Context: an optimization exercise on an open-source flow, tuned for small area. The choices shown serve that exercise and are no tape-out recipe. Only simulation tests tie the RTL to the original design; equivalence was not proved. Power is estimated from default activity; no workload was simulated.

==> flow/design.v (outline; a module is shown in full before it is edited, if it fits) <==
// module body_cmp: 1194 lines
// module img_rom: 1129 lines
// module Greedy_snake: 372 lines
module  Greedy_snake(
        input                   clk                     ,
        input                   rst_n                   ,
        input                   IRDA_RXD                ,
        output  wire            VGA_SYNC_N              ,
        output  wire            VGA_BLANK_N             ,
        output  wire            VGA_HS                  ,
        output  wire            VGA_VS                  ,
        output  wire  [ 7: 0]   VGA_R                   ,
        output  wire  [ 7: 0]   VGA_G                   ,
        output  wire  [ 7: 0]   VGA_B                   ,
        output  wire  [ 6: 0]   HEX0                    ,
        output  wire  [ 6: 0]   HEX1
);
  // ...
==> flow/flow/run.sh <==
#!/bin/bash
# Own layout flow: the standard flow (standard.sh), with
#  - clock tree synthesis without dummy loads, with larger sink clusters;
#  - the smallest buffer on the ports.
# Each ORFS step writes its full log under orfs/logs/; make's own output goes
# to make_synth.log and make_finish.log here.
set -euo pipefail
W=$PWD
rm -rf "$W/scripts_mod"
cp -r "$FLOW_HOME/scripts" "$W/scripts_mod"
cp "$W/flow/abc_area.script" "$W/scripts_mod/abc_area.script"
export SCRIPTS_DIR="$W/scripts_mod"
export CTS_ARGS="-sink_clustering_enable -repair_clock_nets -dont_use_dummy_load -sink_clustering_size 12 -sink_clustering_max_diameter 50 -buf_list {sky130_fd_sc_hd__clkbuf_4 sky130_fd_sc_hd__clkbuf_8}"
export BUFFER_PORTS_ARGS="-inputs -outputs -buffer_cell sky130_fd_sc_hd__buf_1"
bash standard.sh synth > "$W/make_synth.log" 2>&1
bash standard.sh > "$W/make_finish.log" 2>&1
==> flow/flow/abc_area.script <==
strash
&get -n
&deepsyn -T 900
&dch -f
&nf -p -R 1000 -F 16 -A 8 -C 32
&put
topo
==> flow/standard.sh <==
#!/bin/bash
# synth_recipe.tcl (not shown) runs the flow's synth.tcl, then flattens the netlist and writes it again
# the make line also repeats each setting of config.mk as NAME=value (left out here)
make -C /OpenROAD-flow-scripts/flow DESIGN_CONFIG=/design/flow/config.mk WORK_HOME=/design/flow/orfs CLKGATE_MAP_FILE= SYNTH_SCRIPT=/design/flow/synth_recipe.tcl "${@:-finish}"
==> flow/config.mk <==
export PLATFORM = sky130hd
export DESIGN_NAME = Greedy_snake
export DESIGN_NICKNAME = Greedy_snake
export VERILOG_FILES = /design/flow/design.v
export SDC_FILE = /design/flow/constraint.sdc
export NUM_CORES = 4
export LEC_CHECK = 0
export ABC_AREA = 1
export CAP_MARGIN = 10
export CORE_MARGIN = 2
export CORE_UTILIZATION = 50
export GPL_TIMING_DRIVEN = 0
export SLEW_MARGIN = 10
export SYNTH_MEMORY_MAX_BITS = 16384
==> flow/constraint.sdc <==
create_clock -name core_clock -period 40.0 [get_ports {clk}]
set_input_delay 8.0000 -clock core_clock [delete_from_list [all_inputs] [get_ports {clk}]]
set_output_delay 8.0000 -clock core_clock [all_outputs]
set_load 0.01 [all_outputs]
==> results.json, run 1 <==
{
  "status": "no timing/DRC/antenna violations",
  "startpoint_type": "register",
  "finalCriticalPeriod_ps": 12620,
  "switching_share_pct": 24.3,
  "p_per_area_nw_per_um2": 18.6,
  "seq_cell_power_w": 0.000200,
  "layout.nets": 2168,
  "rsz0062_at_grt": "no",
  "layout_commonest_cell": "nor2_1",
  "synthToLayoutAreaGrowth_pct": 6.68,
  "drt_iter0_markers": 1916,
  "ios": 45,
  "netlist_top_cells_count": "204 x nor2_1, 194 x nand2_1, 182 x a21oi_1",
  "async_reset_ff_share_pct": 65.4,
  "register_area_um2": 4780,
  "nonClkBufAreaFrac_pct": 2.93,
  "vias": 16300,
  "core_um2": 31300,
  "crit_top_cell": "a21oi_1",
  "fin_crit_sh_pct": 31.6,
  "hold_start": "ir_din_r[1]",
  "dr_wl_met2_um": 26200,
  "arrival_ps": 13000,
  "nNonClkInverters": 132,
  "path_class": "register to register",
  "htree_levels": 4
}
==> run 2: changes to the inputs <==
==> flow/flow/abc_area.script (replaced) <==
strash
&get -n
&deepsyn -T 1500
&dch -f
&nf -p -R 1000 -F 16 -A 8 -C 32
&put
topo
==> results.json, run 2 <==
{
  "status": "no timing/DRC/antenna violations",
  "cts_buffer_depth": 2,
  "cts_root_buf": "clkbuf_8",
  "drt_iter0_markers": 1916,
  "die-height_um": 182,
  "synthTopCellsByArea": "dfrtp_1 17%, ha_1 10%, edfxtp_1 7.2%",
  "top_register": "dcode",
  "fp.dieW_um": 182,
  "postSynthRegisterBits": 188,
  "synthToLayoutAreaGrowth_pct": 6.68,
  "dr.pass1.iters": 8,
  "placed_area_um2": 16600,
  "finalHoldViolations": 0,
  "synthDistinctLibCells": 70,
  "cp_top_family": "compound AO/OA/AOI/OAI gates",
  "largest_reg_flops": 30,
  "wl_per_cell_um": 24.3,
  "finalCriticalPeriod_ps": 12620,
  "ctsResizeCount": 0,
  "ys.flop_type": "dfrtp_1",
  "path_clk_slew_ps": 90,
  "rsz0062_at_grt": "no",
  "synth_top_area_share_pct": 17.3,
  "crit_buf_inv": 3,
  "slew_headroom_pct": 14.1,
  "routed_wl_um": 59000,
  "synth_area_per_cell_um2": 8.07,
  "path_class": "register to register",
  "insertion_delay_ps": 520,
  "dieArea_um2": 33000,
  "arrival_ps": 13000,
  "synth-edff-count": 38,
  "hold_path.class": "register to register",
  "grt_max_degree": 38,
  "grt_pass1_wl_um": 91100,
  "htree_levels": 4,
  "cts_tree": "yes",
  "startpoint_type": "register",
  "p_per_area_nw_per_um2": 18.6,
  "final_cell_mix": "204 x nor2_1, 193 x nand2_1, 181 x a21oi_1",
  "antenna_found_initial": 0,
  "fin_crit_sh_pct": 31.6,
  "track_usage_pct": 36.0,
  "p_leak_nw": 6.64,
  "grt.overflow.total": 0,
  "netlist_top_cells_count": "204 x nor2_1, 194 x nand2_1, 182 x a21oi_1",
  "crit_top_cell": "a21oi_1",
  "yosys.area.top_type": "dfrtp_1",
  "yosysSeqAreaShare_pct": 30.2,
  "layout_commonest_cell": "nor2_1",
  "drv_slew": 0,
  "finClkSkew_ps": 33.6,
  "n_antenna_cell": 0,
  "max_stage_delay_ps": 1060,
  "yosys.cell_count.top_type": "nor2_1",
  "async_reset_ff_share_pct": 65.4,
  "netlist_area_um2": 15800,
  "ff2ff_setup_slack_ps": 27380,
  "cts_num_sinks": 188,
  "reg_top3": "dcode (30), cnt_clk (19), move_cnt (14)",
  "drive_gt1_share_pct": 3.56,
  "fmax_mhz": 79.2,
  "vias_per_cell": 6.70,
  "stdcell_area_um2": 16900,
  "crit_path_max_fanout": 14,
  "dp_hpwl_um": 43300,
  "final_antenna_net_count": 0,
  "post_cts_buffers": 0,
  "first_global_vias": 15600,
  "fin_setup_tns_ps": 0,
  "core_um2": 31300,
  "cts_buffers": 17,
  "place_congestion": 1.10,
  "synth_cells": 1958,
  "required_ps": 40370,
  "cp-end-kind": "register",
  "drcViolationCount": 0,
  "max-cap-violations": 0,
  "setup-violations-final": 0,
  "rows": 65,
  "ios": 45,
  "layout.nets": 2168,
  "port_buffers": 40,
  "vias": 16300,
  "slowest_stage": "o21ai_0",
  "worst_pin_slew_ps": 1280,
  "start_util_pct": 50.5,
  "post_cts_hold_buffer_count": 0,
  "ir_worst_vdd_uv": 19.9,
  "yosysWarnings": 2,
  "fillers": 2983
}
-- run 2: cell counts after synthesis --
No cell type changed its count.
-- run 2: cell type report --
| class | count | area (um2) | area share (%) |
|---|---|---|---|
| buffer | 33 | 214 | 1.27 |
| inverter | 132 | 495 | 2.94 |
| clock buffer | 17 | 234 | 1.39 |
| multi-input combinational | 1607 | 10400 | 61.4 |
| sequential | 188 | 4780 | 28.4 |
| timing repair buffer | 48 | 280 | 1.66 |
| tap | 402 | 503 | 2.98 |
-- run 2: layer usage --
layer	track usage (%)	vias up	share of wire (%)
li1	-	7303	-
met1	45.0	7653	39
met2	57.9	995	44
met3	7.26	310	9.3
met4	20.8	0	7.1
met5	0	-	0
-- run 2: path summary, 6_finish.rpt --
check,endpoint,start,cells past startpoint
max,out_b_hi[1],hc[4],26
min,ir_din_r[2],ir_din_r[1],0
max reg2reg,out_b_hi[1],hc[4],26
min reg2reg,ir_din_r[2],ir_din_r[1],0
max in group asynchronous,apple_x[1],rst_n,3
min in group asynchronous,cnt_clk[11],rst_n,1
-- run 2: cell families (layout without fill, tap and decap cells) --
| kind of cell | Yosys count | in the layout | synth area share [%] |
|---|---|---|---|
| AO/OA/AOI/OAI | 586 | 586 | 23.3 |
| XOR/XNOR | 129 | 129 | 7.15 |
| adder cells (fa/ha/maj) | 139 | 139 | 11.3 |
| buffers and inverters | 165 | 230 | 4.49 |
| flip-flops | 188 | 188 | 30.2 |
| multiplexers | 31 | 31 | 2.05 |
| other | 2 | 4 | 0.0475 |
| AND/OR/NAND/NOR | 718 | 718 | 21.4 |
-- run 2: through the flow --
stage / power [W] / setup WS, ps / instances / utilization [%] / hold slack, ps
after floorplan: 0.000210 / 30930 / 1960 / - / 331
after global placement: 0.000215 / 25490 / 2402 / 52.6 / 332
after detailed placement: 0.000216 / 28900 / 2410 / 53.1 / 338
after CTS: 0.000317 / 28850 / 2427 / 53.8 / 367
after global routing: 0.000326 / 27820 / 2427 / 53.8 / 376
final: 0.000314 / 27380 / 2427 / 53.8 / 365
-- run 2: power breakdown --
part	switching, W	leakage [nW]	internal (W)
sequential	0.00000430	2.21	0.000196
clock	0.0000644	0.122	0.0000376
combinational	0.00000754	4.31	0.00000416
total	0.0000762	6.64	0.000238

afterwards: timing with drivers on the ports:
Ports are ideal in the flow. The routed layouts listed here were re-timed in OpenROAD.
Step 1 sets driving cells, clkbuf_16 on the clock port and buf_2 on the other inputs (assumed; they add their load-dependent delay and slew).
Step 2 moves the port delays by t, midway between the first and last clock arrival at a register: inputs arrive t later, outputs are due t later. That takes back most of the time a late clock gives input paths.
Three values: ideal, step 1, step 2; two values: the first two.
run	t, ns	setup slack, ns	latest minus earliest clock arrival (ns)	worst data-port slew with drivers (ns)	pins driven straight from the clock port
run 1	0.545	27.379 / 27.379 / 27.379	0.043 / 0.043	0.03	1
run 2	0.545	27.379 / 27.379 / 27.379	0.043 / 0.043	0.03	1
After both steps every run listed still meets setup and hold.
